This is an optimization exercise on Yosys and OpenROAD, whose aim is small area, not a production implementation. The RTL was checked by simulation tests, not by an equivalence proof against the original design. Power is estimated from default activity; no workload was simulated.

`design/flow/config.mk`:
```
export PLATFORM = sky130hd
export DESIGN_NAME = WS2812_module
export DESIGN_NICKNAME = WS2812_module
export VERILOG_FILES = /design/flow/design.v
export SDC_FILE = /design/flow/constraint.sdc
export NUM_CORES = 4
export LEC_CHECK = 0
export CAP_MARGIN = 20
export CORE_MARGIN = 2
export CORE_UTILIZATION = 60
export SLEW_MARGIN = 20
export SYNTH_HIERARCHICAL = 1
```
`design/flow/constraint.sdc`:
```
create_clock -name core_clock -period 26.0 [get_ports {clk_i}]
set_input_delay 5.2000 -clock core_clock [delete_from_list [all_inputs] [get_ports {clk_i}]]
set_output_delay 5.2000 -clock core_clock [all_outputs]
set_load 0.01 [all_outputs]
```
`design/flow/design.v`:
```
module WS2812_module #(
	parameter FAMILY          = "LIFCL",
	parameter LED_COUNT       = 32,
	parameter CLOCK_FREQUENCY = 38000000
)
(
	input wire				clk_i,
	input wire				resetn_i,
	output reg				led_ctl_o,					 
	output reg				int_o,						 
	output wire				debug_o,
	input wire				apb_penable_i,				 
	input wire				apb_psel_i,					 
	input wire				apb_pwrite_i,				 
	input wire [5:0]  	apb_paddr_i,
	input wire [31:0]	apb_pwdata_i,
	output reg [31:0]	apb_prdata_o,
	output reg				apb_pslverr_o,				 
	output reg				apb_pready_o
);
reg [7:0]   led_number;
reg         auto_send;
reg         int_enable;
reg         trigger_transmit;
reg         led_sending;
reg         sending_q;									 
reg         nb;											 
reg [23:0]  shadow_n;									 
reg         fetch_pend;									 
reg [1:0]   phase;										 
reg [3:0]   cc;
reg [4:0]   bitc;
reg [4:0]   ledc;										 
wire strobe  = resetn_i & apb_psel_i & apb_penable_i & ~apb_pready_o;	 
wire wr      = strobe & apb_pwrite_i;
wire wr_ctrl = wr & (apb_paddr_i == 6'h4);
wire wr_col  = wr & (apb_paddr_i == 6'h8);
wire wr_num  = wr & (apb_paddr_i == 6'hC);
wire col_we  = wr_col & (apb_pwdata_i[31:29] == 3'b0);
always @(posedge clk_i or negedge resetn_i) begin
	if (~resetn_i) begin
		apb_pready_o     <= 1'b0;
		auto_send        <= 1'b1;
		int_enable       <= 1'b0;
		trigger_transmit <= 1'b0;
		led_number       <= 8'h0;
	end
	else begin
		apb_pready_o <= strobe;
		if (wr_ctrl) begin
			auto_send  <= apb_pwdata_i[0];
			int_enable <= apb_pwdata_i[2];
		end
		if (wr_num)
			led_number <= apb_pwdata_i[31:24];
		if (~apb_pready_o) begin
			if (led_sending)
				trigger_transmit <= 1'b0;
			if (wr_ctrl & apb_pwdata_i[1])
				trigger_transmit <= 1'b1;
			if (wr_col)
				trigger_transmit <= auto_send;
		end
	end
end
reg [767:0] slots;										 
reg [23:0]  wbuf;										 
reg [3:0]   wr_r;										 
reg [1:0]   wr_j;										 
reg [1:0]   ph3;										 
reg         ph2;										 
function [5:0] coord;
	input [4:0] x;
	if (x[1:0] != 2'd3)
		coord = {1'b0, x[4:2], x[1:0]};
	else if (x[3:2] != 2'd3)
		coord = {3'b100, x[4], x[3:2]};
	else
		coord = {4'd10, 1'b0, x[4]};
endfunction
always @(posedge clk_i) begin
	ph3 <= ph3[1] ? 2'd0 : ph3 + 2'd1;
	ph2 <= ~ph2;
	if (col_we) begin
		wbuf         <= apb_pwdata_i[23:0];
		{wr_r, wr_j} <= coord(apb_pwdata_i[28:24]);
	end
end
wire [10:0] ins, ins_n;
ws2812_ins u_ins (.wr_r(wr_r), .wr_j(wr_j), .ph3(ph3), .ph2(ph2), .ins(ins), .ins_n(ins_n));
always @(posedge clk_i) begin
	slots[0 +: 24] <= ({24{ins[0]}} & wbuf) | ({24{ins_n[0]}} & slots[48 +: 24]);
	slots[24 +: 24] <= slots[0 +: 24];
	slots[48 +: 24] <= slots[24 +: 24];
end
always @(posedge clk_i) begin
	slots[72 +: 24] <= ({24{ins[1]}} & wbuf) | ({24{ins_n[1]}} & slots[120 +: 24]);
	slots[96 +: 24] <= slots[72 +: 24];
	slots[120 +: 24] <= slots[96 +: 24];
end
always @(posedge clk_i) begin
	slots[144 +: 24] <= ({24{ins[2]}} & wbuf) | ({24{ins_n[2]}} & slots[192 +: 24]);
	slots[168 +: 24] <= slots[144 +: 24];
	slots[192 +: 24] <= slots[168 +: 24];
end
always @(posedge clk_i) begin
	slots[216 +: 24] <= ({24{ins[3]}} & wbuf) | ({24{ins_n[3]}} & slots[264 +: 24]);
	slots[240 +: 24] <= slots[216 +: 24];
	slots[264 +: 24] <= slots[240 +: 24];
end
always @(posedge clk_i) begin
	slots[288 +: 24] <= ({24{ins[4]}} & wbuf) | ({24{ins_n[4]}} & slots[336 +: 24]);
	slots[312 +: 24] <= slots[288 +: 24];
	slots[336 +: 24] <= slots[312 +: 24];
end
always @(posedge clk_i) begin
	slots[360 +: 24] <= ({24{ins[5]}} & wbuf) | ({24{ins_n[5]}} & slots[408 +: 24]);
	slots[384 +: 24] <= slots[360 +: 24];
	slots[408 +: 24] <= slots[384 +: 24];
end
always @(posedge clk_i) begin
	slots[432 +: 24] <= ({24{ins[6]}} & wbuf) | ({24{ins_n[6]}} & slots[480 +: 24]);
	slots[456 +: 24] <= slots[432 +: 24];
	slots[480 +: 24] <= slots[456 +: 24];
end
always @(posedge clk_i) begin
	slots[504 +: 24] <= ({24{ins[7]}} & wbuf) | ({24{ins_n[7]}} & slots[552 +: 24]);
	slots[528 +: 24] <= slots[504 +: 24];
	slots[552 +: 24] <= slots[528 +: 24];
end
always @(posedge clk_i) begin
	slots[576 +: 24] <= ({24{ins[8]}} & wbuf) | ({24{ins_n[8]}} & slots[624 +: 24]);
	slots[600 +: 24] <= slots[576 +: 24];
	slots[624 +: 24] <= slots[600 +: 24];
end
always @(posedge clk_i) begin
	slots[648 +: 24] <= ({24{ins[9]}} & wbuf) | ({24{ins_n[9]}} & slots[696 +: 24]);
	slots[672 +: 24] <= slots[648 +: 24];
	slots[696 +: 24] <= slots[672 +: 24];
end
always @(posedge clk_i) begin
	slots[720 +: 24] <= ({24{ins[10]}} & wbuf) | ({24{ins_n[10]}} & slots[744 +: 24]);
	slots[744 +: 24] <= slots[720 +: 24];
end
wire [5:0] ln      = coord(led_number[4:0]);
wire       num_ok  = (led_number[7:5] == 3'b0);
wire       v_apb   = (ln[5:2] == 4'd10) ? (ph2 == ln[0]) : (ph3 == {ln[0], ln[1]});
wire [5:0] lc      = coord(ledc);
wire       v_led   = (lc[5:2] == 4'd10) ? (ph2 == lc[0]) : (ph3 == {lc[0], lc[1]});
wire       fetch_now = fetch_pend & (~num_ok | v_apb);
wire [3:0] sel_r   = fetch_now ? ln[5:2] : lc[5:2];
wire [1:0] sel_j   = fetch_now ? ln[1:0] : lc[1:0];
wire       rd_ok   = ~fetch_now | num_ok;
wire       rd_wbuf = rd_ok & (sel_r == wr_r) & (sel_j == wr_j);
wire [11:0] rd_sel;
wire [23:0] word_out;
assign rd_sel[0] = rd_ok & ~rd_wbuf & (sel_r == 4'd0);
assign rd_sel[1] = rd_ok & ~rd_wbuf & (sel_r == 4'd1);
assign rd_sel[2] = rd_ok & ~rd_wbuf & (sel_r == 4'd2);
assign rd_sel[3] = rd_ok & ~rd_wbuf & (sel_r == 4'd3);
assign rd_sel[4] = rd_ok & ~rd_wbuf & (sel_r == 4'd4);
assign rd_sel[5] = rd_ok & ~rd_wbuf & (sel_r == 4'd5);
assign rd_sel[6] = rd_ok & ~rd_wbuf & (sel_r == 4'd6);
assign rd_sel[7] = rd_ok & ~rd_wbuf & (sel_r == 4'd7);
assign rd_sel[8] = rd_ok & ~rd_wbuf & (sel_r == 4'd8);
assign rd_sel[9] = rd_ok & ~rd_wbuf & (sel_r == 4'd9);
assign rd_sel[10] = rd_ok & ~rd_wbuf & (sel_r == 4'd10);
assign rd_sel[11] = rd_wbuf;
genvar gb;
generate
	for (gb = 0; gb < 24; gb = gb + 1) begin : g_rd
		wire [11:0] d;
		assign d[0] = slots[0 + gb];
		assign d[1] = slots[72 + gb];
		assign d[2] = slots[144 + gb];
		assign d[3] = slots[216 + gb];
		assign d[4] = slots[288 + gb];
		assign d[5] = slots[360 + gb];
		assign d[6] = slots[432 + gb];
		assign d[7] = slots[504 + gb];
		assign d[8] = slots[576 + gb];
		assign d[9] = slots[648 + gb];
		assign d[10] = slots[720 + gb];
		assign d[11] = wbuf[gb];
		ws2812_rd_bit u_rd (.sel(rd_sel), .d(d), .y(word_out[gb]));
	end
endgenerate
wire wt_hit = col_we & (apb_pwdata_i[28:24] == led_number[4:0]) & num_ok;
always @(posedge clk_i or negedge resetn_i) begin
	if (~resetn_i)
		fetch_pend <= 1'b1;
	else if (wr_num)
		fetch_pend <= 1'b1;
	else if (fetch_now | wt_hit)
		fetch_pend <= 1'b0;
end
wire [23:0] shadow_d_n;
ws2812_sh_d u_shd (.wt(wt_hit), .fe(~wt_hit & fetch_now), .pwd(apb_pwdata_i[23:0]), .wo(word_out), .y_n(shadow_d_n));
always @(posedge clk_i) begin
	if (wt_hit | fetch_now)
		shadow_n <= shadow_d_n;
	sending_q <= led_sending;
end
always @* begin
	apb_prdata_o     = {led_number, ~shadow_n} & {32{apb_paddr_i[3]}};
	apb_prdata_o[0]  = (apb_paddr_i[3] & ~shadow_n[0]) | (~apb_paddr_i[3] & (apb_paddr_i[2] ? auto_send : sending_q));
	apb_prdata_o[2]  = (apb_paddr_i[3] & ~shadow_n[2]) | (~apb_paddr_i[3] & apb_paddr_i[2] & int_enable);
	apb_pslverr_o    = apb_pwrite_i ? (apb_paddr_i == 6'h0) : (apb_paddr_i == 6'h8);
end
wire led_ok  = ~fetch_now & (v_led | rd_wbuf);				 
wire cur_bit = word_out[bitc];
always @(posedge clk_i)
	if (led_ok)
		nb <= cur_bit;
wire led_bit = led_ok ? cur_bit : nb;
wire tick      = (cc == 4'h0);
wire start     = ~led_sending & trigger_transmit;
wire last_bit  = (bitc == 5'd0);
wire last_led  = (ledc == 5'd31);
wire gap_end   = (ledc == 5'd9) & (bitc == 5'd20);				 
always @(posedge clk_i or negedge resetn_i) begin
	if (~resetn_i) begin
		led_ctl_o   <= 1'b0;
		int_o       <= 1'b0;
		led_sending <= 1'b0;
	end
	else begin
		int_o <= 1'b0;
		if (start) begin
			led_ctl_o   <= 1'b1;
			led_sending <= 1'b1;
		end
		else if (led_sending & tick) begin
			case (phase)
				2'd1: led_ctl_o <= 1'b1;
				2'd2: led_ctl_o <= led_bit;
				2'd3: led_ctl_o <= 1'b0;
				2'd0: begin
					led_ctl_o <= 1'b0;
					if (gap_end) begin
						led_sending <= 1'b0;
						int_o       <= int_enable;
					end
				end
			endcase
		end
	end
end
always @(posedge clk_i) begin
	if (start) begin
		phase <= 2'd2;
		cc    <= 4'd15;
		bitc  <= 5'd23;
		ledc  <= 5'd0;
	end
	else if (led_sending) begin
		cc <= cc - 4'd1;
		if (tick) begin
			case (phase)
				2'd1: phase <= 2'd2;
				2'd2: phase <= (last_bit & last_led) ? 2'd0 : 2'd3;
				2'd3: phase <= 2'd1;
				default: ;
			endcase
			if (phase == 2'd2 || phase == 2'd0) begin
				bitc <= last_bit ? 5'd23 : bitc - 5'd1;
				if (last_bit)
					ledc <= ledc + 5'd1;
			end
		end
	end
end
assign debug_o = auto_send;
endmodule
module ws2812_rd_bit (
	input wire [11:0] sel,
	input wire [11:0] d,
	output wire        y
);
wire [3:0] n;
ws2812_aoi222 u0 (.a(sel[0]), .b(d[0]), .c(sel[1]), .d(d[1]), .e(sel[2]),  .f(d[2]),  .y(n[0]));
ws2812_aoi222 u1 (.a(sel[3]), .b(d[3]), .c(sel[4]), .d(d[4]), .e(sel[5]),  .f(d[5]),  .y(n[1]));
ws2812_aoi222 u2 (.a(sel[6]), .b(d[6]), .c(sel[7]), .d(d[7]), .e(sel[8]),  .f(d[8]),  .y(n[2]));
ws2812_aoi222 u3 (.a(sel[9]), .b(d[9]), .c(sel[10]), .d(d[10]), .e(sel[11]), .f(d[11]), .y(n[3]));
assign y = ~&n;
endmodule
module ws2812_aoi222 (input wire a, b, c, d, e, f, output wire y);
assign y = ~((a & b) | (c & d) | (e & f));
endmodule
module ws2812_sh_d (
	input wire        wt,
	input wire        fe,
	input wire [23:0] pwd,
	input wire [23:0] wo,
	output wire [23:0] y_n
);
assign y_n = ~(({24{wt}} & pwd) | ({24{fe}} & wo));
endmodule
module ws2812_ins (
	input wire [3:0] wr_r,
	input wire [1:0] wr_j,
	input wire [1:0] ph3,
	input wire       ph2,
	output wire [10:0] ins,
	output wire [10:0] ins_n
);
wire last3 = (ph3 == {~wr_j[0] & ~wr_j[1], wr_j[0]});
wire last2 = (ph2 != wr_j[0]);
assign ins[0] = (wr_r == 4'd0) & last3;
assign ins[1] = (wr_r == 4'd1) & last3;
assign ins[2] = (wr_r == 4'd2) & last3;
assign ins[3] = (wr_r == 4'd3) & last3;
assign ins[4] = (wr_r == 4'd4) & last3;
assign ins[5] = (wr_r == 4'd5) & last3;
assign ins[6] = (wr_r == 4'd6) & last3;
assign ins[7] = (wr_r == 4'd7) & last3;
assign ins[8] = (wr_r == 4'd8) & last3;
assign ins[9] = (wr_r == 4'd9) & last3;
assign ins[10] = (wr_r == 4'd10) & last2;
assign ins_n = ~ins;
endmodule
```
`design/flow/flow/run.sh`:
```
#!/bin/bash
# The standard layout (standard.sh, all ORFS steps), with two changes:
#  - port buffers are buf_1 instead of the flow's default choice;
#  - CTS settings below (no dummy loads).
# Each tool's output is in the ORFS logs under orfs/logs; make's output in standard.log.
set -e
export BUFFER_PORTS_ARGS="-buffer_cell sky130_fd_sc_hd__buf_1"
export CTS_ARGS="-sink_clustering_enable -repair_clock_nets -dont_use_dummy_load -buf_list sky130_fd_sc_hd__clkbuf_8 -sink_clustering_size 20 -sink_clustering_max_diameter 60"
bash standard.sh > standard.log 2>&1
```
`design/flow/standard.sh`:
```
#!/bin/bash
# synth_recipe.tcl (not shown) runs the flow's synth.tcl, then flattens the netlist and writes it again
# the make line also repeats each setting of config.mk as NAME=value (left out here)
make -C /OpenROAD-flow-scripts/flow DESIGN_CONFIG=/design/flow/config.mk WORK_HOME=/design/flow/orfs CLKGATE_MAP_FILE= SYNTH_SCRIPT=/design/flow/synth_recipe.tcl "${@:-finish}"
```
==> results of run 1 <==
## where the power goes
| group | internal, mW | switching [mW] | leakage [nW] |
|---|---|---|---|
| Sequential | 1.34 | 0.0208 | 7.13 |
| Combinational | 0.0270 | 0.0369 | 2.47 |
| Clock | 0.177 | 0.377 | 0.367 |
| Total | 1.54 | 0.435 | 9.96 |
## synth_stat cells, drive strengths merged, types with 3 or more instances
master  count
clkbuf     78
o21a        4
nor4        5
nand4      27
mux4        7
buf        12
nand3      19
o22ai       3
a21o        3
mux2        7
nor2       34
nand2b      9
nor3       11
inv        21
dfxtp     789
a21oi      14
xnor2      12
nor2b      34
a222oi     96
a22o      264
dfrtp      14
and2       15
or2         4
and3       14
edfxtp     54
ha         10
or3         4
a22oi      27
nand4b      3
xor2        9
nand2      37
o21ai      13
mux2i       6
o211ai      6
## stage by stage
step                hold WS, ns  power [mW]
global placement          0.310        1.45
finish                    0.274        1.98
global route              0.276        2.04
detailed placement        0.312        1.45
CTS                       0.280        1.98
floorplan                 0.310        1.42
## worst register-to-register path: stages (launching register included)
cell and delay [ns]:
dfrtp_1 0.53, nand2b_1 0.23, a21oi_2 0.24, o2111ai_4 0.20, nand2_2 0.18, mux2i_2 0.36, xor2_1 0.19, o31ai_1 0.35
nand2b_1 0.30, nor2_2 0.26, buf_4 0.30, a222oi_1 0.47, nand4_1 0.33, mux4_2 0.62, mux4_2 0.52, mux2i_1 0.20
nand2_1 0.07, or4_1 0.41, and3_4 0.19, o21a_1 0.18
## registers in the layout, indices dropped and copies added (netlist names), 2 cells and up
signal / flops
slots: 768
shadow_n: 24
wbuf: 24
led_number: 8
bitc: 5
ledc: 5
cc: 4
wr_r: 4
ph3: 2
phase: 2
wr_j: 2
## path summary, 6_finish.rpt
kind	slack (ns)	depth (start not counted)	end
min in group asynchronous	4.66	1	int_o$_DFF_PN0_
worst max register to register	19.77	19	led_ctl_o$_DFFE_PN0P_
worst max-delay path	14.34	5	apb_pslverr_o
worst min-delay path	0.27	0	slots[457]$_DFF_P_
worst min register to register	0.27	0	slots[457]$_DFF_P_
max in group asynchronous	20.77	1	led_number[2]$_DFFE_PN0P_
## cell type report
type,count,area [um^2]
Clock buffer,51,702
Fill cell,3011,13900
Inverter,21,78.8
Multi-Input combinational cell,720,5850
Sequential cell,859,17800
Tap cell,525,657
Timing Repair Buffer,117,598
## per-module statistics from Yosys, one instance, submodules excluded
module	flip-flops and latches	times used	cell area, um^2	cells
WS2812_module	859	1	22500	1505
ws2812_ins	0	1	223	37
ws2812_sh_d	0	1	218	28
ws2812_aoi222	0	96	10.0	1
ws2812_rd_bit	0	24	6.26	1
## metal layers
layer,up-vias,routed length (um),global-route usage
met4,0,1960,0.101
met1,7237,27700,0.437
met5,-,0,0
met3,122,5390,0.0587
met2,628,27500,0.451
li1,6429,-,-
## cell usage in the layout, fill, tap and decap left out, drive strengths merged, types with 3 or more instances in the layout
| cell type | synthesis | routed |
|---|---|---|
| dfxtp | 789 | 789 |
| a22o | 264 | 264 |
| buf | 12 | 116 |
| a222oi | 96 | 96 |
| edfxtp | 54 | 54 |
| clkbuf | 78 | 52 |
| nand2 | 37 | 37 |
| nor2b | 34 | 34 |
| nor2 | 34 | 34 |
| a22oi | 27 | 27 |
| nand4 | 27 | 27 |
| inv | 21 | 21 |
| nand3 | 19 | 19 |
| and2 | 15 | 15 |
| dfrtp | 14 | 14 |
| a21oi | 14 | 14 |
| and3 | 14 | 14 |
| o21ai | 13 | 13 |
| xnor2 | 12 | 12 |
| nor3 | 11 | 11 |
| ha | 10 | 10 |
| xor2 | 9 | 9 |
| nand2b | 9 | 9 |
| mux4 | 7 | 7 |
| mux2 | 7 | 7 |
| o211ai | 6 | 6 |
| mux2i | 6 | 6 |
| nor4 | 5 | 5 |
| o21a | 4 | 4 |
| or2 | 4 | 4 |
| or3 | 4 | 4 |
| o22ai | 3 | 3 |
| a21o | 3 | 3 |
| nand4b | 3 | 3 |
## kinds of logic after synthesis
| group | after synthesis |
|---|---|
| flip-flops | 859 |
| AO/OA/AOI/OAI | 445 |
| multiplexers | 20 |
| XOR/XNOR | 21 |
| buffers and inverters | 111 |
| adder cells (fa/ha/maj) | 10 |
| AND/OR/NAND/NOR | 224 |
==> flow_metrics.env, run 1 <==
export IMPL_drc=0
export IMPL_chipWidth_um=204
export IMPL_setup_tns_ns=0
export IMPL_drv_cap=0
export IMPL_hold_buffers=0
export IMPL_cp_end_kind="primary output"
export IMPL_cp_startpoint="apb_paddr_i[3]"
export IMPL_wl_mm=62.6
export IMPL_n_antenna_cell=0
export IMPL_netlist_area_um2=24100
export IMPL_critPathRequiredTime_ns=20.80
export IMPL_vias_per_cell=6.29
export IMPL_stdcell_count=2293
export IMPL_cts_resized_gates=0
export IMPL_row_count=73
export IMPL_cts_max_path_buffers=3
export IMPL_clkSinkCount=859
export IMPL_die_h_um=204
export IMPL_fin_crit_ns=11.66
export IMPL_status="timing/DRC/antenna clean"
export IMPL_hold_viol=0
export IMPL_drive_above_1_share=0.0854
export IMPL_fmax_ghz=0.0858
export IMPL_synth_top_flop_cell="dfxtp_1"
export IMPL_min_period_over_period=0.449
export IMPL_antenna_found_initial=0
export IMPL_dpl_cell_area_um2=25000
export IMPL_worstMarginPinSlew_ns=1.10
export IMPL_grt_pass1_vias=14100
export IMPL_vdd_drop_max_v=0.0000569
export IMPL_syn2layout_area_growth_pct=6.73
export IMPL_synth_top_family_by_area="compound AO/OA/AOI/OAI gates"
export IMPL_final_core_util=0.648
export IMPL_root_buffer="clkbuf_8"
export IMPL_synthXorXnorAreaFrac=0.00764
export IMPL_htreeDepth=2
export IMPL_syn_inst=1690
export IMPL_maxSlewHeadroom=0.268
export IMPL_yosys_area_share_simple=0.0530
export IMPL_critPathKind="in2out"
export IMPL_place_congestion=0.799
export IMPL_crit_family="buffers and inverters"
export IMPL_final_setup_viol_count=0
export IMPL_dp_final_hpwl_mm=33.9
export IMPL_ys_top_cells_by_area="dfxtp_1 (66%), a22o_1 (9.6%), edfxtp_1 (6.7%), a222oi_1 (4.0%), dfrtp_1 (1.5%)"
export IMPL_synth_nets=1743
export IMPL_grt_setup_unrepaired="no"
export IMPL_clk_pin_slew_ns=0.11
export IMPL_synth_compound_area_share=0.162
export IMPL_cts_buffers_inserted=51
export IMPL_cellLeakagePower_nw=9.96
export IMPL_async_flop_share=0.0186
export IMPL_grt_start_max_net_pins=38
export IMPL_ant_nets=0
export IMPL_cp_num_buf_inv=2
export IMPL_insertion_delay_ns=0.71
export IMPL_min_from="slots[433]$_DFF_P_"
export IMPL_drtIter0Drc=1527
export IMPL_yosys_cell_types_count=74
export IMPL_synth_warnings=7
export IMPL_core_area_um2=39600
export IMPL_grt_total_usage=0.300
export IMPL_worstPathCellList="clkbuf_2, xor2_1, nand2_1, nor2_1, buf_1"
export IMPL_synth_top_area_cell="dfxtp_1"
export IMPL_slowest_stage="clkbuf_2"
export IMPL_ys_seq_area_frac=0.740
export IMPL_critPathLaunchType="input port"
export IMPL_ios=80
export IMPL_postLayoutCellArea_um2=25700
export IMPL_grt_pass1_wl_mm=91.5
export IMPL_hold_path_class="reg2reg"
export IMPL_vias=14400
export IMPL_crit_path_max_incr_delay_ns=0.70
export IMPL_timing_final_max_slew_violations=0
export IMPL_worst_slack_ns=14.34
export IMPL_die_area_um2=41800
export IMPL_skew_ns=0.0962
export IMPL_reg2reg_from="led_number[3]$_DFFE_PN0P_"
export IMPL_cts_tree="yes"
export IMPL_ys_ff_latch=859
export IMPL_io_buffers=79
export IMPL_grt_overflow=0
export IMPL_initial_core_util=0.608
export IMPL_place_ws_ns=14.29
export IMPL_worstPathMaxFanout=37
export IMPL_syn_avg_cell_area_um2=14.2
export IMPL_cts_setup_buffers=0
export IMPL_worstPathArrival_ns=6.46
export IMPL_synth_edf_count=54
export IMPL_dr_pass1_iters=6
export IMPL_synth_top_area_share=0.656
export IMPL_power_density_nw_per_um2=76.9
export IMPL_dpl_cell_count=2240
export IMPL_synth_mux_area_frac=0.0125
export IMPL_finalNetCount=1823
export IMPL_synthAdderAreaFrac=0.00520
export IMPL_wire_per_inst_um=27.3
==> run 2: changes to the inputs <==
--- a/design/flow/flow/run.sh
+++ b/design/flow/flow/run.sh
@@ -7,3 +7,3 @@
 export BUFFER_PORTS_ARGS="-buffer_cell sky130_fd_sc_hd__buf_1"
-export CTS_ARGS="-sink_clustering_enable -repair_clock_nets -dont_use_dummy_load -buf_list sky130_fd_sc_hd__clkbuf_8 -sink_clustering_size 20 -sink_clustering_max_diameter 60"
+export CTS_ARGS="-sink_clustering_enable -repair_clock_nets -dont_use_dummy_load -buf_list sky130_fd_sc_hd__clkbuf_8 -sink_clustering_size 18 -sink_clustering_max_diameter 50"
 bash standard.sh > standard.log 2>&1
--- a/design/flow/config.mk
+++ b/design/flow/config.mk
@@ -9,3 +9,4 @@
 export CORE_MARGIN = 2
-export CORE_UTILIZATION = 60
+export CORE_UTILIZATION = 80
+export PLACE_DENSITY = 0.85
 export SLEW_MARGIN = 20
==> flow_metrics.env, run 2 <==
export IMPL_final_common_cell="dfxtp_1"
export IMPL_wl_mm=64.0
export IMPL_slowest_stage="clkbuf_2"
export IMPL_combPwrFrac=0.033
export IMPL_synthXorXnorAreaFrac=0.00764
export IMPL_root_buffer="clkbuf_8"
export IMPL_p_sw_uw=429
export IMPL_wire_per_inst_um=29.8
export IMPL_worstPathCellList="clkbuf_2, xor2_1, nand2_1, nor2_1, buf_1"
export IMPL_yosys_area_share_simple=0.0530
export IMPL_vdd_drop_max_v=0.0000614
export IMPL_critPathLaunchType="input port"
export IMPL_vias_per_cell=7.10
export IMPL_drc=0
export IMPL_synth_top_area_share=0.656
export IMPL_final_cell_mix="dfxtp_1 (789), a22o_1 (264), a222oi_1 (96)"
export IMPL_critPathRequiredTime_ns=20.80
export IMPL_worstPathMaxFanout=37
export IMPL_n_antenna_cell=0
export IMPL_synth_top_family_by_area="compound AO/OA/AOI/OAI gates"
export IMPL_synthAdderAreaFrac=0.00520
export IMPL_cts_setup_buffers=0
export IMPL_internal_power_mw=1.55
export IMPL_power_density_nw_per_um2=77.7
export IMPL_row_count=63
export IMPL_hold_viol=0
export IMPL_core_area_um2=29600
export IMPL_dp_final_hpwl_mm=35.6
export IMPL_reg_top3="slots: 768 flops, shadow_n: 24 flops, wbuf: 24 flops"
export IMPL_cts_resized_gates=0
export IMPL_cp_end_kind="primary output"
export IMPL_ys_top_cells_by_count="dfxtp_1 (789), a22o_1 (264), a222oi_1 (96)"
export IMPL_whs_ns=0.278
export IMPL_final_setup_viol_count=0
export IMPL_largest_reg_flops=768
export IMPL_synth_edf_count=54
export IMPL_cellLeakagePower_nw=9.92
export IMPL_synth_top_area_cell="dfxtp_1"
export IMPL_finalNetCount=1814
export IMPL_dr_pass1_iters=8
export IMPL_timing_final_max_slew_violations=0
export IMPL_htreeDepth=2
export IMPL_vias=15300
export IMPL_syn_inst=1690
export IMPL_fin_crit_ns=11.62
export IMPL_worstMarginPinSlew_ns=1.12
export IMPL_crit_path_max_incr_delay_ns=0.69
export IMPL_synth_compound_area_share=0.162
export IMPL_ys_seq_area_frac=0.740
export IMPL_grt_total_usage=0.405
export IMPL_ant_nets=0
export IMPL_status="timing/DRC/antenna clean"
export IMPL_grt_start_max_net_pins=38
export IMPL_ios=80
export IMPL_grt_pass1_vias=15300
export IMPL_initial_core_util=0.813
export IMPL_async_flop_share=0.0186
export IMPL_hold_buffers=0
export IMPL_setup_tns_ns=0
export IMPL_synth_mux_area_frac=0.0125
export IMPL_die_h_um=178
export IMPL_worstPathArrival_ns=6.42
export IMPL_fmax_ghz=0.0861
export IMPL_ys_top_cells_by_area="dfxtp_1 (66%), a22o_1 (9.6%), edfxtp_1 (6.7%), a222oi_1 (4.0%), dfrtp_1 (1.5%)"
export IMPL_grt_setup_unrepaired="no"
export IMPL_yosys_cell_types_count=74
export IMPL_io_buffers=79
export IMPL_grt_overflow=0
export IMPL_drv_cap=0
export IMPL_clkSinkCount=859
export IMPL_pwr_share_clk=0.281
export IMPL_cts_tree="yes"
export IMPL_top_register="slots"
export IMPL_insertion_delay_ns=0.66
export IMPL_cts_max_path_buffers=3
export IMPL_chipWidth_um=178
export IMPL_place_congestion=0.888
export IMPL_hold_path_class="reg2reg"
export IMPL_netlist_area_um2=24100
export IMPL_drive_above_1_share=0.0853
export IMPL_skew_ns=0.101
export IMPL_synth_nets=1743
export IMPL_critPathKind="in2out"
export IMPL_syn_avg_cell_area_um2=14.2
export IMPL_drtIter0Drc=2219
export IMPL_maxSlewHeadroom=0.251
export IMPL_yosysMostFrequentCell="dfxtp_1"
export IMPL_clk_pin_slew_ns=0.10
export IMPL_synth_top_flop_cell="dfxtp_1"
export IMPL_swShare=0.217
export IMPL_syn2layout_area_growth_pct=5.93
export IMPL_antenna_found_initial=0
export IMPL_die_area_um2=31500
export IMPL_ys_ff_latch=859
export IMPL_synth_warnings=7
export IMPL_min_period_over_period=0.447
export IMPL_cts_buffers_inserted=54
export IMPL_grt_pass1_wl_mm=93.4
export IMPL_seqPwrFrac=0.685
[run 2: worst paths after layout]
check / slack, ns / startpoint / cells past startpoint / endpoint
setup / recovery: 14.38 / apb_paddr_i[3] / 5 / apb_pslverr_o
hold / removal: 0.28 / slots[315]$_DFF_P_ / 0 / slots[339]$_DFF_P_
setup reg to reg: 19.76 / led_number[0]$_DFFE_PN0P_ / 19 / led_ctl_o$_DFFE_PN0P_
hold reg to reg: 0.28 / slots[315]$_DFF_P_ / 0 / slots[339]$_DFF_P_
max in group asynchronous: 20.77 / resetn_i / 1 / int_enable$_DFFE_PN0P_
min in group asynchronous: 4.69 / resetn_i / 1 / trigger_transmit$_DFFE_PN0P_
[run 2: modules after synthesis, one instance, submodules excluded]
| module | copies in the design | cells | flip-flops and latches | area, um^2 |
|---|---|---|---|---|
| WS2812_module | 1 | 1505 | 859 | 22500 |
| ws2812_aoi222 | 96 | 1 | 0 | 10.0 |
| ws2812_ins | 1 | 37 | 0 | 223 |
| ws2812_rd_bit | 24 | 1 | 0 | 6.26 |
| ws2812_sh_d | 1 | 28 | 0 | 218 |
[run 2: cells by family after synthesis]
family          Yosys count
fa+ha+maj                10
xor+xnor                 21
simple gates            224
mux                      20
buf+inv                 111
flops                   859
compound gates          445
[run 2: power by group through the flow]
stage	Sequential, mW	Clock, mW	Combinational [mW]
after CTS	1.36	0.556	0.0639
after global placement	1.39	0	0.0598
final	1.36	0.558	0.0658
after detailed placement	1.39	0	0.0636
after global routing	1.36	0.601	0.0706
after floorplan	1.37	0	0.0488
[run 2: critical path, delay by kind of cell]
| family | cells | cell delay (ns) |
|---|---|---|
| xor gates and xnor gates | 1 | 0.20 |
| buffers and inverters | 2 | 0.84 |
| and+or+nand+nor | 2 | 0.17 |
[run 2: per-layer routing]
layer / routed length, um / vias up / global-route usage
met5: 0 / - / 0
met4: 3380 / 0 / 0.201
met3: 7770 / 258 / 0.102
met2: 29000 / 1116 / 0.628
met1: 23800 / 7475 / 0.537
li1: - / 6414 / -
[run 2: cell type report]
class                   instances  area, um^2
inverters                      21        78.8
multi-input cells             720        5880
clock buffers                  54         743
flip-flops and latches        859       17800
fillers                      1393        4130
repair buffers                105         497
well taps                     390         488
[run 2: per-stage QoR]
stage / cells / power, mW / area (um^2) / setup slack [ns] / utilization
3_5_place_dp: 2095 / 1.45 / 24800 / 14.39 / 0.836
3_3_place_gp: 2094 / 1.45 / 24800 / 14.42 / 0.835
4_1_cts: 2149 / 1.98 / 25500 / 14.36 / 0.861
5_1_grt: 2149 / 2.03 / 25500 / 14.31 / 0.861
2_1_floorplan: 1690 / 1.42 / 24100 / 14.80 / -
6_report: 2149 / 1.98 / 25500 / 14.38 / 0.861
==> run 3: changes to the inputs <==
--- a/design/flow/design.v
+++ b/design/flow/design.v
@@ -187,2 +187,4 @@
 endgenerate
+wire a3_n;												 
+ws2812_inv u_a3n (.a(apb_paddr_i[3]), .y(a3_n));
 wire wt_hit = col_we & (apb_pwdata_i[28:24] == led_number[4:0]) & num_ok;
@@ -197,6 +199,6 @@
 wire [23:0] shadow_d_n;
-ws2812_sh_d u_shd (.wt(wt_hit), .fe(~wt_hit & fetch_now), .pwd(apb_pwdata_i[23:0]), .wo(word_out), .y_n(shadow_d_n));
+ws2812_sh_d u_shd (.wt(wt_hit), .fe(~wt_hit & fetch_now), .hold(~wt_hit & ~fetch_now),
+                   .pwd(apb_pwdata_i[23:0]), .wo(word_out), .cur(~shadow_n), .y_n(shadow_d_n));
 always @(posedge clk_i) begin
-	if (wt_hit | fetch_now)
-		shadow_n <= shadow_d_n;
+	shadow_n <= shadow_d_n;
 	sending_q <= led_sending;
@@ -204,5 +206,5 @@
 always @* begin
-	apb_prdata_o     = {led_number, ~shadow_n} & {32{apb_paddr_i[3]}};
-	apb_prdata_o[0]  = (apb_paddr_i[3] & ~shadow_n[0]) | (~apb_paddr_i[3] & (apb_paddr_i[2] ? auto_send : sending_q));
-	apb_prdata_o[2]  = (apb_paddr_i[3] & ~shadow_n[2]) | (~apb_paddr_i[3] & apb_paddr_i[2] & int_enable);
+	apb_prdata_o     = {led_number & ~{8{a3_n}}, ~(shadow_n | {24{a3_n}})};
+	apb_prdata_o[0]  = ~(shadow_n[0] | a3_n) | (a3_n & (apb_paddr_i[2] ? auto_send : sending_q));
+	apb_prdata_o[2]  = ~(shadow_n[2] | a3_n) | (a3_n & apb_paddr_i[2] & int_enable);
 	apb_pslverr_o    = apb_pwrite_i ? (apb_paddr_i == 6'h0) : (apb_paddr_i == 6'h8);
@@ -292,7 +294,12 @@
 	input wire        fe,
+	input wire        hold,
 	input wire [23:0] pwd,
 	input wire [23:0] wo,
+	input wire [23:0] cur,
 	output wire [23:0] y_n
 );
-assign y_n = ~(({24{wt}} & pwd) | ({24{fe}} & wo));
+assign y_n = ~(({24{wt}} & pwd) | ({24{fe}} & wo) | ({24{hold}} & cur));
+endmodule
+module ws2812_inv (input wire a, output wire y);
+assign y = ~a;
 endmodule
--- a/design/flow/flow/run.sh
+++ b/design/flow/flow/run.sh
@@ -7,3 +7,3 @@
 export BUFFER_PORTS_ARGS="-buffer_cell sky130_fd_sc_hd__buf_1"
-export CTS_ARGS="-sink_clustering_enable -repair_clock_nets -dont_use_dummy_load -buf_list sky130_fd_sc_hd__clkbuf_8 -sink_clustering_size 18 -sink_clustering_max_diameter 50"
+export CTS_ARGS="-sink_clustering_enable -repair_clock_nets -dont_use_dummy_load -buf_list sky130_fd_sc_hd__clkbuf_8 -sink_clustering_size 20 -sink_clustering_max_diameter 50"
 bash standard.sh > standard.log 2>&1
==> flow_metrics.env, run 3 <==
export IMPL_stdcell_count=2180
export IMPL_root_buffer="clkbuf_8"
export IMPL_fmax_ghz=0.0847
export IMPL_dpl_cell_count=2129
export IMPL_seqPwrFrac=0.688
export IMPL_core_area_um2=29600
export IMPL_ant_nets=0
export IMPL_insertion_delay_ns=0.63
export IMPL_maxSlewHeadroom=0.230
export IMPL_wire_per_inst_um=29.0
export IMPL_grt_pass1_wl_mm=93.3
export IMPL_status="timing/DRC/antenna clean"
export IMPL_cp_startpoint="apb_paddr_i[3]"
export IMPL_setup_tns_ns=0
export IMPL_dpl_cell_area_um2=24600
export IMPL_cp_end_kind="primary output"
export IMPL_synth_top_flop_cell="dfxtp_1"
export IMPL_reg_top3="slots: 768 flops, shadow_n: 24 flops, wbuf: 24 flops"
export IMPL_postLayoutCellArea_um2=25400
export IMPL_drtIter0Drc=2064
export IMPL_vias=15200
export IMPL_reg2reg_from="led_number[4]$_DFFE_PN0P_"
export IMPL_drv_cap=0
export IMPL_yosysMostFrequentCell="dfxtp_1"
export IMPL_chipWidth_um=177
export IMPL_ys_ff_latch=859
export IMPL_fin_crit_ns=11.81
export IMPL_wl_mm=63.3
export IMPL_combPwrFrac=0.035
export IMPL_skew_ns=0.0821
export IMPL_vdd_drop_max_v=0.0000632
export IMPL_grt_start_max_net_pins=31
export IMPL_hold_buffers=0
export IMPL_final_common_cell="dfxtp_1"
export IMPL_finalNetCount=1845
export IMPL_synth_warnings=7
export IMPL_drc=0
export IMPL_pwr_share_clk=0.276
export IMPL_clkSinkCount=859
export IMPL_synth_top_area_cell="dfxtp_1"
export IMPL_netlist_area_um2=23900
export IMPL_cts_setup_buffers=0
export IMPL_ys_seq_area_frac=0.734
export IMPL_antenna_found_initial=0
export IMPL_ios=80
export IMPL_synth_top_area_share=0.680
export IMPL_io_buffers=79
export IMPL_die_area_um2=31300
export IMPL_worstPathMaxFanout=29
export IMPL_row_count=63
export IMPL_cts_tree="yes"
export IMPL_cts_resized_gates=0
export IMPL_ys_top_cells_by_count="dfxtp_1 (813), a22o_1 (264), a222oi_1 (120)"
export IMPL_drive_above_1_share=0.0737
export IMPL_cts_max_path_buffers=3
export IMPL_largest_reg_flops=768
export IMPL_synth_nets=1774
export IMPL_final_core_util=0.858
export IMPL_cellLeakagePower_nw=10.2
export IMPL_timing_final_max_slew_violations=0
export IMPL_min_from="slots[243]$_DFF_P_"
export IMPL_top_register="slots"
export IMPL_synth_edf_count=30
export IMPL_ys_top_cells_by_area="dfxtp_1 (68%), a22o_1 (9.7%), a222oi_1 (5.0%), edfxtp_1 (3.8%), dfrtp_1 (1.5%)"
export IMPL_grt_pass1_vias=15400
export IMPL_final_cell_mix="dfxtp_1 (813), a22o_1 (264), a222oi_1 (120)"
export IMPL_critPathRequiredTime_ns=20.80
export IMPL_grt_total_usage=0.405
export IMPL_internal_power_mw=1.54
export IMPL_critPathLaunchType="input port"
export IMPL_worstPathArrival_ns=6.61
export IMPL_die_h_um=177
export IMPL_syn2layout_area_growth_pct=5.89
export IMPL_yosys_cell_types_count=65
export IMPL_grt_overflow=0
export IMPL_async_flop_share=0.0186
export IMPL_dr_pass1_iters=9
export IMPL_syn_inst=1721
export IMPL_grt_setup_unrepaired="no"
export IMPL_critPathKind="in2out"
export IMPL_htreeDepth=2
export IMPL_worstMarginPinSlew_ns=1.15
export IMPL_cts_buffers_inserted=51
export IMPL_swShare=0.219
export IMPL_clk_pin_slew_ns=0.11
export IMPL_dp_final_hpwl_mm=35.1
export IMPL_hold_viol=0
export IMPL_final_setup_viol_count=0
export IMPL_hold_path_class="reg2reg"
export IMPL_initial_core_util=0.810
export IMPL_place_congestion=0.880
export IMPL_min_period_over_period=0.454
export IMPL_p_sw_uw=432
export IMPL_power_density_nw_per_um2=78.0
export IMPL_total_power_mw=1.98
export IMPL_syn_avg_cell_area_um2=13.9
export IMPL_n_antenna_cell=0
export IMPL_vias_per_cell=6.98
-- run 3: power by group through the flow --
stage               registers [mW]  clock network, mW  logic [mW]
CTS                           1.36              0.541      0.0683
floorplan                     1.37                  0      0.0550
global route                  1.36              0.587      0.0753
global placement              1.39                  0      0.0637
detailed placement            1.39                  0      0.0676
finish                        1.36              0.546      0.0695
-- run 3: layout make-up --
type	count	area, um^2
fillers	1493	4210
inverters	42	158
multi-input cells	728	5890
flip-flops and latches	859	17600
well taps	390	488
clock buffers	51	702
repair buffers	110	529
-- run 3: kinds of logic (layout without fill, tap and decap cells) --
family          count (synthesis)  count (layout)  synth area share
buf+inv                       134             203            0.0230
mux                            25              25            0.0146
compound gates                444             444             0.164
simple gates                  230             230            0.0516
fa+ha+maj                      10              10           0.00523
xor+xnor                       19              19           0.00695
flops                         859             859             0.734
-- run 3: stage by stage --
stage,hold WS (ns),setup WS (ns)
2_1_floorplan,0.310,14.89
3_3_place_gp,0.310,14.35
3_5_place_dp,0.312,14.27
4_1_cts,0.312,14.27
5_1_grt,0.313,14.13
6_report,0.313,14.19
-- run 3: critical path, cell delays in order --
cell and delay, ns:
buf_1 0.15, inv_1 0.35, buf_4 0.46, nand3_1 0.14, o21ai_0 0.12, buf_1 0.18
-- run 3: metal layers --
metal / GRT usage / up-vias / share of wire
met5: 0 / - / 0
met4: 0.193 / 0 / 0.052
met3: 0.0992 / 235 / 0.12
met2: 0.643 / 1054 / 0.46
met1: 0.527 / 7421 / 0.38
li1: - / 6513 / -
-- run 3: Yosys stat by module, one instance, submodules excluded --
module         copies in the design  cells inside
WS2812_module                     1          1533
ws2812_ins                        1            37
ws2812_inv                        1             1
ws2812_sh_d                       1            30
ws2812_rd_bit                    24             1
ws2812_aoi222                    96             1
-- run 3: final timing paths --
path | endpoint | slack, ns | depth (start not counted)
max reg2reg | led_ctl_o$_DFFE_PN0P_ | 18.49 | 21
max | apb_prdata_o[2] | 14.19 | 6
min in group asynchronous | trigger_transmit$_DFFE_PN0P_ | 4.67 | 1
min reg2reg | slots[267]$_DFF_P_ | 0.31 | 0
min | slots[267]$_DFF_P_ | 0.31 | 0
max in group asynchronous | led_number[3]$_DFFE_PN0P_ | 20.72 | 1
==> run 4: changes to the inputs <==
--- a/design/flow/flow/run.sh
+++ b/design/flow/flow/run.sh
@@ -7,3 +7,3 @@
 export BUFFER_PORTS_ARGS="-buffer_cell sky130_fd_sc_hd__buf_1"
-export CTS_ARGS="-sink_clustering_enable -repair_clock_nets -dont_use_dummy_load -buf_list sky130_fd_sc_hd__clkbuf_8 -sink_clustering_size 20 -sink_clustering_max_diameter 50"
+export CTS_ARGS="-sink_clustering_enable -repair_clock_nets -dont_use_dummy_load -buf_list sky130_fd_sc_hd__clkbuf_16 -sink_clustering_size 30 -sink_clustering_max_diameter 45"
 bash standard.sh > standard.log 2>&1
==> flow_metrics.env, run 4 <==
export IMPL_status="timing/DRC/antenna clean"
export IMPL_min_path_cells=0
export IMPL_synth_top_area_share=0.680
export IMPL_largest_reg_flops=768
export IMPL_min_period_over_period=0.455
export IMPL_reg2reg_from="led_number[4]$_DFFE_PN0P_"
export IMPL_chipWidth_um=177
export IMPL_reg_top3="slots: 768 flops, shadow_n: 24 flops, wbuf: 24 flops"
export IMPL_critPathLaunchType="input port"
export IMPL_wl_mm=70.7
export IMPL_register_area_um2=17600
export IMPL_clkSinkCount=859
export IMPL_yosysMostFrequentCell="dfxtp_1"
export IMPL_grt_overflow=0
export IMPL_antenna_found_initial=1
export IMPL_cellLeakagePower_nw=10.4
export IMPL_clk_pin_slew_ns=0.10
export IMPL_whs_endpoint="slots[697]$_DFF_P_"
export IMPL_hold_path_class="reg2reg"
export IMPL_dp_final_hpwl_mm=35.1
export IMPL_min_from="slots[673]$_DFF_P_"
export IMPL_vias_per_cell=7.37
export IMPL_hold_viol=0
export IMPL_cts_buffers_inserted=48
export IMPL_yosys_cell_types_count=65
export IMPL_wire_per_inst_um=32.5
export IMPL_die_h_um=177
export IMPL_ys_top_cells_by_count="dfxtp_1 (813), a22o_1 (264), a222oi_1 (120)"
export IMPL_final_cell_mix="dfxtp_1 (813), a22o_1 (264), a222oi_1 (120)"
export IMPL_final_common_cell="dfxtp_1"
export IMPL_maxSlewHeadroom=0.282
export IMPL_timing_final_max_slew_violations=0
export IMPL_ant_nets=0
export IMPL_ys_ff_latch=859
export IMPL_htreeDepth=2
export IMPL_top_register="slots"
export IMPL_r2r_end="led_ctl_o$_DFFE_PN0P_"
export IMPL_drv_cap=0
export IMPL_drive_above_1_share=0.0727
export IMPL_grt_setup_unrepaired="no"
export IMPL_netlist_area_um2=23900
export IMPL_root_buffer="clkbuf_16"
export IMPL_insertion_delay_ns=0.60
export IMPL_drtIter0Drc=2310
export IMPL_r2r_setup_slack_ns=18.35
export IMPL_ys_seq_area_frac=0.734
export IMPL_grt_pass1_vias=16200
export IMPL_ff2ff_path_depth=21
export IMPL_vdd_drop_max_v=0.0000618
export IMPL_grt_total_usage=0.436
export IMPL_num_fill_cells=1308
export IMPL_row_count=63
export IMPL_place_congestion=0.880
export IMPL_critPathRequiredTime_ns=20.80
export IMPL_io_buffers=79
export IMPL_ios=80
export IMPL_synth_edf_count=30
export IMPL_finalNetCount=1843
export IMPL_core_area_um2=29600
export IMPL_power_density_nw_per_um2=83.5
export IMPL_cts_max_path_buffers=3
export IMPL_cts_setup_buffers=0
export IMPL_drc=0
export IMPL_critPathKind="in2out"
export IMPL_syn_inst=1721
export IMPL_fmax_ghz=0.0845
export IMPL_skew_ns=0.0871
export IMPL_ys_top_cells_by_area="dfxtp_1 (68%), a22o_1 (9.7%), a222oi_1 (5.0%), edfxtp_1 (3.8%), dfrtp_1 (1.5%)"
export IMPL_fin_crit_ns=11.84
export IMPL_syn2layout_area_growth_pct=8.09
export IMPL_cts_resized_gates=0
export IMPL_grt_start_max_net_pins=31
export IMPL_cts_tree="yes"
export IMPL_stdcell_count=2178
export IMPL_worstMarginPinSlew_ns=1.08
export IMPL_initial_core_util=0.810
export IMPL_final_setup_viol_count=0
export IMPL_synth_top_flop_cell="dfxtp_1"
export IMPL_async_flop_share=0.0186
export IMPL_syn_avg_cell_area_um2=13.9
export IMPL_synth_top_area_cell="dfxtp_1"
export IMPL_dpl_cell_count=2129
export IMPL_grt_pass1_wl_mm=99.8
export IMPL_synth_warnings=7
export IMPL_dr_pass1_iters=8
export IMPL_synth_nets=1774
export IMPL_n_antenna_cell=0
export IMPL_hold_buffers=0
export IMPL_worstPathMaxFanout=29
export IMPL_worstPathArrival_ns=6.64
export IMPL_vias=16000
export IMPL_die_area_um2=31300
export IMPL_multi_input_area_um2=5890
export IMPL_setup_tns_ns=0
export IMPL_cp_end_kind="primary output"
[run 4: layout make-up]
class                      count  area share
clock buffer                  48      0.0464
tap                          390      0.0189
timing repair buffer         111      0.0215
multi-input combinational    728       0.228
inverter                      42     0.00609
sequential                   859       0.679
[run 4: modules after synthesis (local to each module, per instance)]
module | cells inside | copies in the design | flip-flops and latches
WS2812_module | 1533 | 1 | 859
ws2812_sh_d | 30 | 1 | 0
ws2812_ins | 37 | 1 | 0
ws2812_aoi222 | 1 | 96 | 0
ws2812_rd_bit | 1 | 24 | 0
ws2812_inv | 1 | 1 | 0
[run 4: kinds of logic after synthesis]
family                     after synthesis  synth area share
DFF                                    859             0.734
AOI/OAI and AO/OA                      444             0.164
and+or+nand+nor                        230            0.0516
buffers and inverters                  134            0.0230
muxes                                   25            0.0146
xor gates and xnor gates                19           0.00695
adders and majority gates               10           0.00523
[run 4: critical path: stages]
cell and delay [ns]:
buf_1 0.15, inv_1 0.36, buf_4 0.48, nand3_1 0.14, o21ai_0 0.12, buf_1 0.17
[run 4: how the worst max path moves through the flow]
stage | depth (start not counted) | to | slack [ns] | startpoint
global route | 6 | apb_prdata_o[2] | 14.11 | apb_paddr_i[3]
global placement | 5 | apb_prdata_o[0] | 14.35 | apb_paddr_i[3]
floorplan | 3 | apb_prdata_o[0] | 14.89 | apb_paddr_i[3]
detailed placement | 6 | apb_prdata_o[2] | 14.27 | apb_paddr_i[3]
finish | 6 | apb_prdata_o[2] | 14.16 | apb_paddr_i[3]
CTS | 6 | apb_prdata_o[2] | 14.25 | apb_paddr_i[3]
[run 4: where the power goes]
| group | switching [mW] | total [mW] | internal [mW] |
|---|---|---|---|
| Clock | 0.400 | 0.729 | 0.328 |
| Combinational | 0.0409 | 0.0717 | 0.0307 |
| Sequential | 0.0236 | 1.36 | 1.34 |
| Total | 0.465 | 2.16 | 1.70 |
[run 4: routing by layer]
metal	vias to the layer above	part of all wire	track usage
met3	356	0.12	0.112
met2	1363	0.47	0.701
met1	7785	0.35	0.546
met5	-	0	0
li1	6538	-	-
met4	0	0.063	0.233
[run 4: metrics by stage]
stage                util  power (mW)  instance area (um^2)  setup WS (ns)  hold WS, ns
CTS                 0.874        2.15                 25800          14.25        0.284
floorplan               -        1.43                 23900          14.89        0.310
detailed placement  0.834        1.46                 24600          14.27        0.312
global route        0.875        2.21                 25900          14.11        0.285
finish              0.875        2.16                 25900          14.16        0.288
global placement    0.833        1.45                 24600          14.35        0.310
==> run 5: changes to the inputs <==
--- a/design/flow/flow/run.sh
+++ b/design/flow/flow/run.sh
@@ -7,3 +7,3 @@
 export BUFFER_PORTS_ARGS="-buffer_cell sky130_fd_sc_hd__buf_1"
-export CTS_ARGS="-sink_clustering_enable -repair_clock_nets -dont_use_dummy_load -buf_list sky130_fd_sc_hd__clkbuf_16 -sink_clustering_size 30 -sink_clustering_max_diameter 45"
+export CTS_ARGS="-sink_clustering_enable -repair_clock_nets -dont_use_dummy_load -buf_list {sky130_fd_sc_hd__clkbuf_4 sky130_fd_sc_hd__clkbuf_8} -sink_clustering_size 18 -sink_clustering_max_diameter 50"
 bash standard.sh > standard.log 2>&1
==> flow_metrics.env, run 5 <==
export IMPL_status="timing/DRC/antenna clean"
export IMPL_drive_above_1_share=0.0764
export IMPL_slowest_stage="buf_4"
export IMPL_grt_total_usage=0.402
export IMPL_cts_setup_buffers=0
export IMPL_ys_seq_area_frac=0.734
export IMPL_row_count=63
export IMPL_top_register="slots"
export IMPL_vias_per_cell=7.02
export IMPL_ios=80
export IMPL_final_setup_viol_count=0
export IMPL_drtIter0Drc=2262
export IMPL_cp_num_buf_inv=4
export IMPL_fmax_ghz=0.0844
export IMPL_synth_top_flop_cell="dfxtp_1"
export IMPL_hold_buffers=0
export IMPL_cpMostUsedCell="buf_1"
export IMPL_worstPathMaxFanout=29
export IMPL_die_area_um2=31300
export IMPL_fin_crit_ns=11.84
export IMPL_cp_startpoint="apb_paddr_i[3]"
export IMPL_yosys_cell_types_count=65
export IMPL_ys_top_cells_by_area="dfxtp_1 (68%), a22o_1 (9.7%), a222oi_1 (5.0%), edfxtp_1 (3.8%), dfrtp_1 (1.5%)"
export IMPL_clkSinkCount=859
export IMPL_power_density_nw_per_um2=78.4
export IMPL_maxSlewHeadroom=0.357
export IMPL_hold_viol=0
export IMPL_grt_setup_unrepaired="no"
export IMPL_initial_core_util=0.810
export IMPL_clk_pin_slew_ns=0.11
export IMPL_htreeDepth=2
export IMPL_die_h_um=177
export IMPL_synth_top_area_share=0.680
export IMPL_place_congestion=0.880
export IMPL_core_area_um2=29600
export IMPL_grt_pass1_wl_mm=92.6
export IMPL_crit_path_end="apb_prdata_o[2]"
export IMPL_setup_tns_ns=0
export IMPL_worstPathCellList="buf_1, inv_1, buf_4, nand3_1, o21ai_0, buf_1"
export IMPL_cts_tree="yes"
export IMPL_crit_cells=6
export IMPL_cts_resized_gates=0
export IMPL_worst_slack_ns=14.16
export IMPL_syn_avg_cell_area_um2=13.9
export IMPL_largest_reg_flops=768
export IMPL_reg_top3="slots: 768 flops, shadow_n: 24 flops, wbuf: 24 flops"
export IMPL_min_from="slots[188]$_DFF_P_"
export IMPL_synth_nets=1774
export IMPL_worstMarginPinSlew_ns=0.965
export IMPL_insertion_delay_ns=0.64
export IMPL_ys_top_cells_by_count="dfxtp_1 (813), a22o_1 (264), a222oi_1 (120)"
export IMPL_final_cell_mix="dfxtp_1 (813), a22o_1 (264), a222oi_1 (120)"
export IMPL_grt_start_max_net_pins=31
export IMPL_cts_buffers_inserted=55
export IMPL_drv_cap=0
export IMPL_io_buffers=79
export IMPL_hold_path_class="reg2reg"
export IMPL_reg2reg_from="led_number[4]$_DFFE_PN0P_"
export IMPL_critPathLaunchType="input port"
export IMPL_n_antenna_cell=0
export IMPL_crit_family="buffers and inverters"
export IMPL_final_common_cell="dfxtp_1"
export IMPL_crit_path_max_incr_delay_ns=0.48
export IMPL_timing_final_max_slew_violations=0
export IMPL_antenna_found_initial=0
export IMPL_root_buffer="clkbuf_8"
export IMPL_grt_pass1_vias=15100
export IMPL_ff2ff_path_depth=21
export IMPL_async_flop_share=0.0186
export IMPL_r2r_end="led_ctl_o$_DFFE_PN0P_"
export IMPL_critPathKind="in2out"
export IMPL_dp_final_hpwl_mm=35.1
export IMPL_finalNetCount=1849
export IMPL_cp_end_kind="primary output"
export IMPL_netlist_area_um2=23900
export IMPL_worstPathArrival_ns=6.64
export IMPL_cellLeakagePower_nw=10.2
export IMPL_synth_warnings=7
export IMPL_vdd_drop_max_v=0.0000613
export IMPL_chipWidth_um=177
export IMPL_synth_top_area_cell="dfxtp_1"
export IMPL_drc=0
export IMPL_dr_pass1_iters=8
export IMPL_wl_mm=63.2
export IMPL_min_period_over_period=0.456
export IMPL_syn2layout_area_growth_pct=6.12
export IMPL_place_ws_ns=14.27
export IMPL_ys_ff_latch=859
export IMPL_wire_per_inst_um=28.9
export IMPL_skew_ns=0.0926
export IMPL_synth_edf_count=30
export IMPL_grt_overflow=0
export IMPL_ant_nets=0
export IMPL_yosysMostFrequentCell="dfxtp_1"
export IMPL_vias=15300
export IMPL_cts_max_path_buffers=3
export IMPL_critPathRequiredTime_ns=20.80
export IMPL_r2r_setup_slack_ns=18.41
export IMPL_syn_inst=1721
run 5: layer usage:
layer	track usage	vias up	part of all wire
met5	0	-	0
met4	0.174	0	0.044
met3	0.0930	217	0.12
met2	0.637	1115	0.46
met1	0.534	7477	0.38
li1	-	6526	-
run 5: layout make-up:
cell class	count	area, um^2
Clock buffer	55	757
Fill cell	1466	4150
Inverter	42	158
Multi-Input combinational cell	728	5890
Sequential cell	859	17600
Tap cell	390	488
Timing Repair Buffer	110	529
run 5: how the worst min path moves through the flow:
stage | end | depth (start not counted)
after floorplan | slots[120]$_DFF_P_ | 0
after global placement | slots[52]$_DFF_P_ | 0
after detailed placement | slots[123]$_DFF_P_ | 0
after CTS | slots[212]$_DFF_P_ | 0
after global routing | slots[68]$_DFF_P_ | 0
final | slots[212]$_DFF_P_ | 0
run 5: per-stage QoR:
step / std cells / hold WS [ns] / instance area (um^2) / power [mW] / utilization
4_1_cts: 2184 / 0.299 / 25400 / 1.99 / 0.859
3_3_place_gp: 2129 / 0.310 / 24600 / 1.45 / 0.833
6_report: 2184 / 0.314 / 25400 / 1.99 / 0.859
2_1_floorplan: 1721 / 0.310 / 23900 / 1.43 / -
3_5_place_dp: 2129 / 0.312 / 24600 / 1.46 / 0.834
5_1_grt: 2184 / 0.308 / 25400 / 2.04 / 0.859
run 5: cell families after synthesis:
logic type               synth area share
buffers and inverters              0.0230
XOR/XNOR                          0.00695
AND/OR/NAND/NOR                    0.0516
AO/OA/AOI/OAI                       0.164
adder cells (fa/ha/maj)           0.00523
multiplexers                       0.0146
flip-flops                          0.734
run 5: per-module statistics from Yosys (local to each module, per instance):
| module | flip-flops and latches | cells inside |
|---|---|---|
| ws2812_ins | 0 | 37 |
| ws2812_inv | 0 | 1 |
| ws2812_sh_d | 0 | 30 |
| ws2812_aoi222 | 0 | 1 |
| ws2812_rd_bit | 0 | 1 |
| WS2812_module | 859 | 1533 |
run 5: power breakdown:
group          leakage [nW]  internal, mW  switching [mW]
Combinational          2.68        0.0305          0.0389
Clock                 0.395         0.190           0.371
Sequential             7.15          1.34          0.0237
Total                  10.2          1.56           0.433
==> run 6: changes to the inputs <==
--- a/design/flow/flow/run.sh
+++ b/design/flow/flow/run.sh
@@ -7,3 +7,3 @@
 export BUFFER_PORTS_ARGS="-buffer_cell sky130_fd_sc_hd__buf_1"
-export CTS_ARGS="-sink_clustering_enable -repair_clock_nets -dont_use_dummy_load -buf_list {sky130_fd_sc_hd__clkbuf_4 sky130_fd_sc_hd__clkbuf_8} -sink_clustering_size 18 -sink_clustering_max_diameter 50"
+export CTS_ARGS="-sink_clustering_enable -repair_clock_nets -dont_use_dummy_load -buf_list sky130_fd_sc_hd__clkbuf_8 -sink_clustering_size 18 -sink_clustering_max_diameter 50"
 bash standard.sh > standard.log 2>&1
==> flow_metrics.env, run 6 <==
export IMPL_status="timing/DRC/antenna clean"
export IMPL_cts_setup_buffers=0
export IMPL_vias_per_cell=7.02
export IMPL_worstPathArrival_ns=6.64
export IMPL_largest_reg_flops=768
export IMPL_grt_pass1_wl_mm=92.6
export IMPL_syn_inst=1721
export IMPL_netlist_area_um2=23900
export IMPL_cts_resized_gates=0
export IMPL_swShare=0.218
export IMPL_clkSinkCount=859
export IMPL_hold_buffers=0
export IMPL_dpl_cell_count=2129
export IMPL_synth_top_area_cell="dfxtp_1"
export IMPL_root_buffer="clkbuf_8"
export IMPL_dpl_cell_area_um2=24600
export IMPL_final_cell_mix="dfxtp_1 (813), a22o_1 (264), a222oi_1 (120)"
export IMPL_final_common_cell="dfxtp_1"
export IMPL_grt_pass1_vias=15100
export IMPL_skew_ns=0.0926
export IMPL_die_h_um=177
export IMPL_initial_core_util=0.810
export IMPL_timing_final_max_slew_violations=0
export IMPL_htreeDepth=2
export IMPL_grt_start_max_net_pins=31
export IMPL_clk_pin_slew_ns=0.11
export IMPL_antenna_found_initial=0
export IMPL_combPwrFrac=0.035
export IMPL_synth_top_flop_cell="dfxtp_1"
export IMPL_grt_overflow=0
export IMPL_insertion_delay_ns=0.64
export IMPL_hold_viol=0
export IMPL_ys_top_cells_by_count="dfxtp_1 (813), a22o_1 (264), a222oi_1 (120)"
export IMPL_ff2ff_path_depth=21
export IMPL_ant_nets=0
export IMPL_critPathKind="in2out"
export IMPL_synth_nets=1774
export IMPL_p_sw_uw=433
export IMPL_register_area_um2=17600
export IMPL_grt_setup_unrepaired="no"
export IMPL_setup_tns_ns=0
export IMPL_synth_edf_count=30
export IMPL_drv_cap=0
export IMPL_yosysMostFrequentCell="dfxtp_1"
export IMPL_place_ws_ns=14.27
export IMPL_seqPwrFrac=0.683
export IMPL_critPathLaunchType="input port"
export IMPL_worst_slack_ns=14.16
export IMPL_power_density_nw_per_um2=78.4
export IMPL_drc=0
export IMPL_total_power_mw=1.99
export IMPL_cellLeakagePower_nw=10.2
export IMPL_drtIter0Drc=2262
export IMPL_row_count=63
export IMPL_vias=15300
export IMPL_ys_top_cells_by_area="dfxtp_1 (68%), a22o_1 (9.7%), a222oi_1 (5.0%), edfxtp_1 (3.8%), dfrtp_1 (1.5%)"
export IMPL_wire_per_inst_um=28.9
export IMPL_cts_max_path_buffers=3
export IMPL_drive_above_1_share=0.0764
export IMPL_yosys_cell_types_count=65
export IMPL_worstPathMaxFanout=29
export IMPL_ys_seq_area_frac=0.734
export IMPL_hold_path_class="reg2reg"
export IMPL_ys_ff_latch=859
export IMPL_grt_total_usage=0.402
export IMPL_chipWidth_um=177
export IMPL_cp_end_kind="primary output"
export IMPL_die_area_um2=31300
export IMPL_async_flop_share=0.0186
export IMPL_top_register="slots"
export IMPL_cts_buffers_inserted=55
export IMPL_pwr_share_clk=0.282
export IMPL_dp_final_hpwl_mm=35.1
export IMPL_place_congestion=0.880
export IMPL_num_fill_cells=1466
export IMPL_fin_crit_ns=11.84
export IMPL_io_buffers=79
export IMPL_cts_tree="yes"
export IMPL_worstMarginPinSlew_ns=0.965
export IMPL_ios=80
export IMPL_fmax_ghz=0.0844
export IMPL_synth_top_area_share=0.680
export IMPL_wl_mm=63.2
export IMPL_synth_warnings=7
export IMPL_stdcell_count=2184
export IMPL_core_area_um2=29600
export IMPL_internal_power_mw=1.56
export IMPL_min_period_over_period=0.456
export IMPL_final_setup_viol_count=0
export IMPL_dr_pass1_iters=8
export IMPL_syn_avg_cell_area_um2=13.9
export IMPL_min_path_cells=0
export IMPL_vdd_drop_max_v=0.0000613
export IMPL_maxSlewHeadroom=0.357
export IMPL_postLayoutCellArea_um2=25400
export IMPL_syn2layout_area_growth_pct=6.12
export IMPL_finalNetCount=1849
export IMPL_critPathRequiredTime_ns=20.80
export IMPL_n_antenna_cell=0
export IMPL_reg_top3="slots: 768 flops, shadow_n: 24 flops, wbuf: 24 flops"
export IMPL_multi_input_area_um2=5890
run 6: cell counts after synthesis:
Identical to the previous run, type by type.
run 6: per-module statistics from Yosys, one instance, submodules excluded:
module / area [um^2] / cells / flops+latches / times used
WS2812_module: 22300 / 1533 / 859 / 1
ws2812_rd_bit: 6.26 / 1 / 0 / 24
ws2812_aoi222: 10.0 / 1 / 0 / 96
ws2812_inv: 3.75 / 1 / 0 / 1
ws2812_ins: 223 / 37 / 0 / 1
ws2812_sh_d: 295 / 30 / 0 / 1
run 6: metal layers:
| layer | wire length, um | global-route usage |
|---|---|---|
| met1 | 23800 | 0.534 |
| met2 | 29100 | 0.637 |
| met3 | 7560 | 0.0930 |
| met4 | 2780 | 0.174 |
| met5 | 0 | 0 |
run 6: worst paths after layout:
kind	startpoint	slack [ns]	endpoint
worst max-delay path	apb_paddr_i[3]	14.16	apb_prdata_o[2]
max in group asynchronous	resetn_i	20.73	led_number[3]$_DFFE_PN0P_
worst min register to register	slots[188]$_DFF_P_	0.31	slots[212]$_DFF_P_
min in group asynchronous	resetn_i	4.65	int_enable$_DFFE_PN0P_
worst max register to register	led_number[4]$_DFFE_PN0P_	18.41	led_ctl_o$_DFFE_PN0P_
worst min-delay path	slots[188]$_DFF_P_	0.31	slots[212]$_DFF_P_
run 6: stage by stage:
stage                     hold WS (ns)   util
after floorplan                  0.310      -
after global placement           0.310  0.833
after detailed placement         0.312  0.834
after CTS                        0.299  0.859
after global routing             0.308  0.859
final                            0.314  0.859
run 6: worst max-delay path, stage by stage:
cell and delay (ns):
buf_1 0.15, inv_1 0.37, buf_4 0.48, nand3_1 0.14, o21ai_0 0.12, buf_1 0.18
run 6: power groups by stage:
stage          sequential (mW)  clock (mW)  combinational, mW
2_1_floorplan             1.37           0             0.0550
3_3_place_gp              1.39           0             0.0637
3_5_place_dp              1.39           0             0.0676
4_1_cts                   1.36       0.559             0.0680
5_1_grt                   1.36       0.604             0.0755
6_report                  1.36       0.561             0.0695
run 6: cell families after synthesis:
logic type,Yosys count,synth area share
DFF,859,0.734
AOI/OAI and AO/OA,444,0.164
and+or+nand+nor,230,0.0516
buffers and inverters,134,0.0230
muxes,25,0.0146
xor gates and xnor gates,19,0.00695
adders and majority gates,10,0.00523
run 6: layout make-up:
type	count	share of cell area
tap	390	0.0192
inverter	42	0.00621
sequential	859	0.692
clock buffer	55	0.0298
timing repair buffer	110	0.0208
multi-input combinational	728	0.232

afterwards: timing with drivers on the ports:
Ports are ideal in the flow. The routed layouts listed here were re-timed in OpenROAD. Step 1 (the two cells are an assumption about what drives the block):
set clk [get_ports {clk_i}]
set_driving_cell -lib_cell sky130_fd_sc_hd__clkbuf_16 $clk
set_driving_cell -lib_cell sky130_fd_sc_hd__buf_2 [delete_from_list [all_inputs] $clk]
Step 2 moves the port delays by t, midway between the first and last clock arrival at a register: inputs arrive t later, outputs are due t later. That takes back most of the time a late clock gives input paths. a / b / c = ideal / step 1 / step 2; a / b = the first two.
run | t (ns) | slack for setup (ns) | worst data-port slew with drivers (ns) | cell pins on the clock port's net
run 1 | 0.714 | 14.338 / 14.318 / 14.318 | 0.07 | 1
run 2 | 0.664 | 14.381 / 14.358 / 14.358 | 0.06 | 1
run 3 | 0.643 | 14.189 / 14.170 / 14.170 | 0.04 | 1
run 4 | 0.607 | 14.164 / 14.145 / 14.145 | 0.04 | 1
run 5 | 0.645 | 14.157 / 14.137 / 14.137 | 0.04 | 1
run 6 | 0.645 | 14.157 / 14.137 / 14.137 | 0.04 | 1
After both steps every run listed still meets setup and hold. The setup slack of run 2, which loses most, moves by -0.023 ns with the drivers and by -0.023 ns with both steps.
